Source: an optimization exercise on an open RTL-to-GDS flow (aim: small area). Production flows keep margins and buffers that such runs may drop.
The RTL was checked by simulation tests, not by an equivalence proof against the original design.

==> inputs of branch ember <==
Design memoria_fpga_top, start of the top module:
module memoria_fpga_top (
    input  logic        clk50,
    input  logic [3:0]  SW,
    input  logic        KEY0_n,
    input  logic        KEY1_n,
    input  logic        RESET_n,
    output logic        vgaclk,
    output logic        hsync, vsync,
    output logic        sync_b, blank_b,
    output logic [7:0]  r, g, b,
    output logic        LED_P1,
    output logic        LED_P2,
    output logic [3:0]  P1_PAIRS,
    output logic [3:0]  P2_PAIRS,
    output logic [6:0]  HEX0,
    output logic [6:0]  HEX1,
    output logic [6:0]  HEX2
);
clock: 80.0 ns
lec_check: 0
abc_area: 1
cap_margin: 20
core_margin: 2
core_utilization: 70
place_density: 0.85
slew_margin: 20
standard.sh (not shown) runs the stock make flow with config.mk's settings and CLKGATE_MAP_FILE= SYNTH_SCRIPT=/design/flow/synth_recipe.tcl, a recipe that flattens the netlist after the stock synthesis.
==> flow/flow/run.sh <==
#!/bin/bash
# Own layout flow:
#  1. the standard synthesis (standard.sh synth), unchanged;
#  2. the combinational logic of that netlist re-mapped by ABC with an
#     area-oriented script (flow/remap.tcl, &deepsyn then &nf), four runs
#     with different random seeds in parallel, keeping the smallest result;
#     every register instance is kept with its name and cell;
#  3. the standard floorplan, placement, CTS and routing (standard.sh) on
#     the re-mapped netlist, with the port buffers made from buf_1 and a
#     clock tree of clkbuf_8 buffers without dummy balancing loads.
# Each step's full output goes to a log file of its own in this folder
# (ORFS's own per-step logs are under orfs/logs/).
set -euo pipefail
W=$(pwd)
R=$W/orfs/results/$FLOW_PLATFORM/memoria_fpga_top/base
YOSYS=$FLOW_HOME/../tools/install/yosys/bin/yosys
LIB=$FLOW_HOME/platforms/$FLOW_PLATFORM/lib/sky130_fd_sc_hd__tt_025C_1v80.lib

bash standard.sh synth > log_1_standard_synth.txt 2>&1
cp "$R/1_2_yosys.v" "$W/synth_standard.v"

for s in 1 2 3 4; do
    ABC_SCRIPT="+strash;&get,-n;&deepsyn,-T,90,-S,$s;&put;&get,-n;&dch,-f;&nf,-R,1000,-p;&put;topo" \
    LIB=$LIB IN=$W/synth_standard.v OUT=$W/remap_$s.v TOP=$FLOW_TOP \
    DONT_USE="$(cat flow/dont_use.txt)" \
        "$YOSYS" -c flow/remap.tcl > log_2_remap_$s.txt 2>&1 &
done
wait
best=""; besta=""
for s in 1 2 3 4; do
    a=$(awk '/Chip area/ {print $NF}' "$W/remap_$s.v.stat")
    echo "seed $s: area $a" >> log_2_remap_pick.txt
    if [[ -z "$best" ]] || awk -v a="$a" -v b="$besta" 'BEGIN {exit !(a < b)}'; then best=$s; besta=$a; fi
done
echo "picked seed $best" >> log_2_remap_pick.txt
cp "$W/remap_$best.v" "$R/1_2_yosys.v"
rm -f "$R/1_synth.odb" "$R/1_synth.sdc"

BUFFER_PORTS_ARGS="-buffer_cell sky130_fd_sc_hd__buf_1" \
CTS_ARGS="-sink_clustering_enable -repair_clock_nets -buf_list sky130_fd_sc_hd__clkbuf_8 -dont_use_dummy_load -sink_buffer_max_cap_derate 1.0" \
    bash standard.sh > log_3_standard_layout.txt 2>&1
==> flow/flow/dont_use.txt <==
sky130_fd_sc_hd__probe_p_8 sky130_fd_sc_hd__probec_p_8 sky130_fd_sc_hd__lpflow_bleeder_1 sky130_fd_sc_hd__lpflow_clkbufkapwr_1 sky130_fd_sc_hd__lpflow_clkbufkapwr_16 sky130_fd_sc_hd__lpflow_clkbufkapwr_2 sky130_fd_sc_hd__lpflow_clkbufkapwr_4 sky130_fd_sc_hd__lpflow_clkbufkapwr_8 sky130_fd_sc_hd__lpflow_clkinvkapwr_1 sky130_fd_sc_hd__lpflow_clkinvkapwr_16 sky130_fd_sc_hd__lpflow_clkinvkapwr_2 sky130_fd_sc_hd__lpflow_clkinvkapwr_4 sky130_fd_sc_hd__lpflow_clkinvkapwr_8 sky130_fd_sc_hd__lpflow_decapkapwr_12 sky130_fd_sc_hd__lpflow_decapkapwr_3 sky130_fd_sc_hd__lpflow_decapkapwr_4 sky130_fd_sc_hd__lpflow_decapkapwr_6 sky130_fd_sc_hd__lpflow_decapkapwr_8 sky130_fd_sc_hd__lpflow_inputiso0n_1 sky130_fd_sc_hd__lpflow_inputiso0p_1 sky130_fd_sc_hd__lpflow_inputiso1n_1 sky130_fd_sc_hd__lpflow_inputiso1p_1 sky130_fd_sc_hd__lpflow_inputisolatch_1 sky130_fd_sc_hd__lpflow_isobufsrc_1 sky130_fd_sc_hd__lpflow_isobufsrc_16 sky130_fd_sc_hd__lpflow_isobufsrc_2 sky130_fd_sc_hd__lpflow_isobufsrc_4 sky130_fd_sc_hd__lpflow_isobufsrc_8 sky130_fd_sc_hd__lpflow_isobufsrckapwr_16 sky130_fd_sc_hd__lpflow_lsbuf_lh_hl_isowell_tap_1 sky130_fd_sc_hd__lpflow_lsbuf_lh_hl_isowell_tap_2 sky130_fd_sc_hd__lpflow_lsbuf_lh_hl_isowell_tap_4 sky130_fd_sc_hd__lpflow_lsbuf_lh_isowell_4 sky130_fd_sc_hd__lpflow_lsbuf_lh_isowell_tap_1 sky130_fd_sc_hd__lpflow_lsbuf_lh_isowell_tap_2 sky130_fd_sc_hd__lpflow_lsbuf_lh_isowell_tap_4 sky130_fd_sc_hd__fill_1 sky130_fd_sc_hd__fill_2 sky130_fd_sc_hd__fill_4 sky130_fd_sc_hd__fill_8 
==> flow/flow/remap.tcl <==
# Re-maps the combinational logic of the standard synthesis netlist with an
# area-oriented ABC script. Every register instance is kept as it is (same
# name, same cell). Environment: LIB, IN, OUT, TOP, DONT_USE.
yosys -import
read_liberty -ignore_miss_func $::env(LIB)
read_verilog $::env(IN)
hierarchy -top $::env(TOP)
setattr -mod -set keep_hierarchy 1 sky130_fd_sc_hd__df* sky130_fd_sc_hd__edf* sky130_fd_sc_hd__sdf* sky130_fd_sc_hd__dl*
flatten
opt_clean -purge
techmap
opt -fast
set du {}
foreach c $::env(DONT_USE) { lappend du -dont_use $c }
set script "+strash;&get,-n;&deepsyn,-T,60;&put;&get,-n;&dch,-f;&nf,-R,1000,-p;&put;topo"
if {[info exists ::env(ABC_SCRIPT)]} { set script $::env(ABC_SCRIPT) }
abc -liberty $::env(LIB) {*}$du -script $script
opt_clean -purge
hilomap -singleton -hicell sky130_fd_sc_hd__conb_1 HI -locell sky130_fd_sc_hd__conb_1 LO
insbuf -buf sky130_fd_sc_hd__buf_1 A X
splitnets
opt_clean -purge
# plain names for the internal nets (ports keep theirs)
yosys rename -hide w:* i:* o:* %u %d
tee -o $::env(OUT).stat stat -liberty $::env(LIB) $::env(TOP)
select $::env(TOP)
write_verilog -noattr -nohex -nodec -selected $::env(OUT)
==> inputs of branch xenon, as changes to branch ember <==
--- a/flow/design.v
+++ b/flow/design.v
@@ -151,17 +151,16 @@
         end else begin
             s <= ns;
             if (is_auto) lfsr <= lfsr_n;
             if ((s == S_X2) & match) pr[ib[2:0]] <= 1'b1;
             if ((s == S_NEXT) & ~match) cur <= ~cur;
             if (start) begin
                 p1 <= 4'd0; p2 <= 4'd0;
-            end else begin
-                p1 <= p1 + {3'd0, (s == S_NEXT) & match & ~cur};
-                p2 <= p2 + {3'd0, (s == S_NEXT) & match &  cur};
+            end else if ((s == S_NEXT) & match) begin
+                if (cur) p2 <= p2 + 4'd1; else p1 <= p1 + 4'd1;
             end
         end
     end
     always_ff @(posedge clk) begin
         if (take & ((s == S_PICK1) | (s == S_AUTO1))) ia <= cand;
         if (take & stage2) ib <= cand;
     end
@@ -175,16 +174,16 @@
     end
     always_ff @(posedge clk or negedge rst_n) begin
         if (!rst_n) begin
             running <= 1'b0; sec <= 4'd0;
         end else begin
             if (s == S_NEWT) begin
                 sec <= 4'd15; running <= 1'b1;
-            end else begin
-                sec <= sec - {3'd0, running & ~pause & tick & (sec != 4'd0)};
+            end else if (running & ~pause & tick & (sec != 4'd0)) begin
+                sec <= sec - 4'd1;
             end
         end
     end
 endmodule
 module vgaController (
     input  logic       clk,
     input  logic       rst_n,
@@ -226,20 +225,26 @@
     end
     logic [7:0] xcp;
     assign xcp = {xc, ph} + 8'd1;
     always_ff @(posedge clk or negedge rst_n) begin
         if (!rst_n) begin
             ph <= 1'b1; xs <= 4'b1111; xc <= 7'd108; ys <= 4'b1111; yc <= 6'd44;
         end else begin
-            xs <= xs + {3'd0, x_end};
-            if (x_end) {xc, ph} <= {x_start, 1'b0};
-            else       {xc, ph} <= xcp;
-            ys <= ys + {3'd0, line_end & y_end};
-            if (line_end & y_end) yc <= y_start;
-            else                  yc <= yc + {5'd0, line_end};
+            if (x_end) begin
+                xs <= xs_n; {xc, ph} <= {x_start, 1'b0};
+            end else begin
+                {xc, ph} <= xcp;
+            end
+            if (line_end) begin
+                if (y_end) begin
+                    ys <= ys_n; yc <= y_start;
+                end else begin
+                    yc <= yc + 6'd1;
+                end
+            end
         end
     end
 endmodule
 module videoGen_game (
     input  logic        clk,
     input  logic        rst_n,
     input  logic        ph,
==> flow/flow/run.sh (replaced) <==
#!/bin/bash
# Own layout flow:
#  1. the standard synthesis (standard.sh synth), unchanged;
#  2. the combinational logic of that netlist re-mapped by ABC with an
#     area-oriented script (flow/remap.tcl); every register instance is kept
#     with its name and cell;
#  3. the standard floorplan, placement, CTS and routing (standard.sh) on
#     the re-mapped netlist, with the port buffers made from buf_1.
# Each step's full output goes to a log file of its own in this folder
# (ORFS's own per-step logs are under orfs/logs/).
set -euo pipefail
W=$(pwd)
R=$W/orfs/results/$FLOW_PLATFORM/memoria_fpga_top/base
YOSYS=$FLOW_HOME/../tools/install/yosys/bin/yosys

bash standard.sh synth > log_1_standard_synth.txt 2>&1

cp "$R/1_2_yosys.v" "$W/synth_standard.v"
LIB=$FLOW_HOME/platforms/$FLOW_PLATFORM/lib/sky130_fd_sc_hd__tt_025C_1v80.lib \
IN=$W/synth_standard.v OUT=$R/1_2_yosys.v TOP=$FLOW_TOP \
DONT_USE="$(cat flow/dont_use.txt)" \
    "$YOSYS" -c flow/remap.tcl > log_2_remap.txt 2>&1
rm -f "$R/1_synth.odb" "$R/1_synth.sdc"

BUFFER_PORTS_ARGS="-buffer_cell sky130_fd_sc_hd__buf_1" \
    bash standard.sh > log_3_standard_layout.txt 2>&1
- CTS_BUF_LIST: not set -> sky130_fd_sc_hd__clkbuf_8
==> inputs of branch pepper, as changes to branch ember <==
--- a/flow/design.v
+++ b/flow/design.v
@@ -151,17 +151,16 @@
         end else begin
             s <= ns;
             if (is_auto) lfsr <= lfsr_n;
             if ((s == S_X2) & match) pr[ib[2:0]] <= 1'b1;
             if ((s == S_NEXT) & ~match) cur <= ~cur;
             if (start) begin
                 p1 <= 4'd0; p2 <= 4'd0;
-            end else begin
-                p1 <= p1 + {3'd0, (s == S_NEXT) & match & ~cur};
-                p2 <= p2 + {3'd0, (s == S_NEXT) & match &  cur};
+            end else if ((s == S_NEXT) & match) begin
+                if (cur) p2 <= p2 + 4'd1; else p1 <= p1 + 4'd1;
             end
         end
     end
     always_ff @(posedge clk) begin
         if (take & ((s == S_PICK1) | (s == S_AUTO1))) ia <= cand;
         if (take & stage2) ib <= cand;
     end
@@ -175,16 +174,16 @@
     end
     always_ff @(posedge clk or negedge rst_n) begin
         if (!rst_n) begin
             running <= 1'b0; sec <= 4'd0;
         end else begin
             if (s == S_NEWT) begin
                 sec <= 4'd15; running <= 1'b1;
-            end else begin
-                sec <= sec - {3'd0, running & ~pause & tick & (sec != 4'd0)};
+            end else if (running & ~pause & tick & (sec != 4'd0)) begin
+                sec <= sec - 4'd1;
             end
         end
     end
 endmodule
 module vgaController (
     input  logic       clk,
     input  logic       rst_n,
@@ -226,20 +225,26 @@
     end
     logic [7:0] xcp;
     assign xcp = {xc, ph} + 8'd1;
     always_ff @(posedge clk or negedge rst_n) begin
         if (!rst_n) begin
             ph <= 1'b1; xs <= 4'b1111; xc <= 7'd108; ys <= 4'b1111; yc <= 6'd44;
         end else begin
-            xs <= xs + {3'd0, x_end};
-            if (x_end) {xc, ph} <= {x_start, 1'b0};
-            else       {xc, ph} <= xcp;
-            ys <= ys + {3'd0, line_end & y_end};
-            if (line_end & y_end) yc <= y_start;
-            else                  yc <= yc + {5'd0, line_end};
+            if (x_end) begin
+                xs <= xs_n; {xc, ph} <= {x_start, 1'b0};
+            end else begin
+                {xc, ph} <= xcp;
+            end
+            if (line_end) begin
+                if (y_end) begin
+                    ys <= ys_n; yc <= y_start;
+                end else begin
+                    yc <= yc + 6'd1;
+                end
+            end
         end
     end
 endmodule
 module videoGen_game (
     input  logic        clk,
     input  logic        rst_n,
     input  logic        ph,
==> flow/run.sh (new file) <==
#!/bin/bash
# synth_recipe.tcl (not shown) runs the flow's synth.tcl, then flattens the netlist and writes it again
# the make line also repeats each setting of config.mk as NAME=value (left out here)
make -C /OpenROAD-flow-scripts/flow DESIGN_CONFIG=/design/flow/config.mk WORK_HOME=/design/flow/orfs CLKGATE_MAP_FILE= SYNTH_SCRIPT=/design/flow/synth_recipe.tcl finish
- CORE_UTILIZATION: 70 -> 80
- CTS_BUF_LIST: not set -> sky130_fd_sc_hd__clkbuf_8
- CTS_CLUSTER_DIAMETER: not set -> 60
- CTS_CLUSTER_SIZE: not set -> 25
- PLACE_DENSITY: 0.85 -> 0.9
removed: flow/flow/run.sh
removed: flow/flow/dont_use.txt
removed: flow/flow/remap.tcl
removed: flow/standard.sh
==> results.yml <==
run_status:
  status: "timing/DRC/antenna clean"
place:
  dp.cells: 1107
drt:
  drt-pass1-iter-count: 6
timing:
  tightest_slew_ns: 0.946
final_layout:
  final.clkbuf_count: 17
  clkCellAreaFrac: 0.0490
critical_path:
  rr_startpoint: "u_vgac.ys[0]$_DFFE_PN1P_"
global_routing:
  grt_pass1_wl_mm: 32.5
floorplan:
  fp.dieArea_um2: 12100
(the above is from branch xenon)
==> results.yml <==
place:
  dp.cells: 1118
critical_path:
  rr_startpoint: "u_vgac.ys[0]$_DFF_PN1_"
timing:
  tightest_slew_ns: 0.957
final_layout:
  final.clkbuf_count: 17
  clkCellAreaFrac: 0.0274
floorplan:
  fp.dieArea_um2: 12100
run_status:
  status: "timing/DRC/antenna clean"
power_and_ir_drop:
  power_frac_comb: 0.216
(the above is from branch ember)
==> results.yml <==
synthesis:
  yosys.area_share.simple: 0.245
critical_path:
  path_delay_family: "buffers and inverters"
  rr_startpoint: "u_vgac.ys[0]$_DFFE_PN1P_"
global_routing:
  grt_pass1_wl_mm: 45.2
final_layout:
  syn_to_final_growth_pct: 11.1
  multi_input_area_share: 0.496
  final.clkbuf_count: 19
  clkCellAreaFrac: 0.0367
drt:
  drt-pass1-iter-count: 9
floorplan:
  taps: 147
  fp.dieArea_um2: 13000
run_status:
  status: "timing/DRC/antenna clean"
(the above is from branch pepper)

==> what the ideal ports hide <==
In the flow no input, the clock included, has a driving cell. The finished layouts below were timed again as built, in two steps.
Step 1 (the two cells are an assumption about what drives the block):
set clk [get_ports {clk50}]
set_driving_cell -lib_cell sky130_fd_sc_hd__clkbuf_16 $clk
set_driving_cell -lib_cell sky130_fd_sc_hd__buf_2 [delete_from_list [all_inputs] $clk]
Step 2 times the ports against the registers' clock, not the clock port: input delays grow and output delays shrink by t, the midpoint of the rising clock arrivals with the driver on.
Three values: ideal, step 1, step 2; two values: the first two.
run	t (ns)	setup slack, ns	worst setup path after step 2	worst register clock-pin slew, ns	pins driven straight from the clock port
branch ember	0.463	61.659 / 61.623 / 61.426	input to register	0.08 / 0.08	1
branch xenon	0.472	61.468 / 61.431 / 61.407	input to register	0.09 / 0.09	1
branch pepper	0.513	61.155 / 61.116 / 61.366	input to register	0.09 / 0.09	1
After both steps setup and hold are still met in every run listed. For branch ember, which loses most, drivers alone change the setup slack by -0.036 ns; drivers and shift together by -0.233 ns.
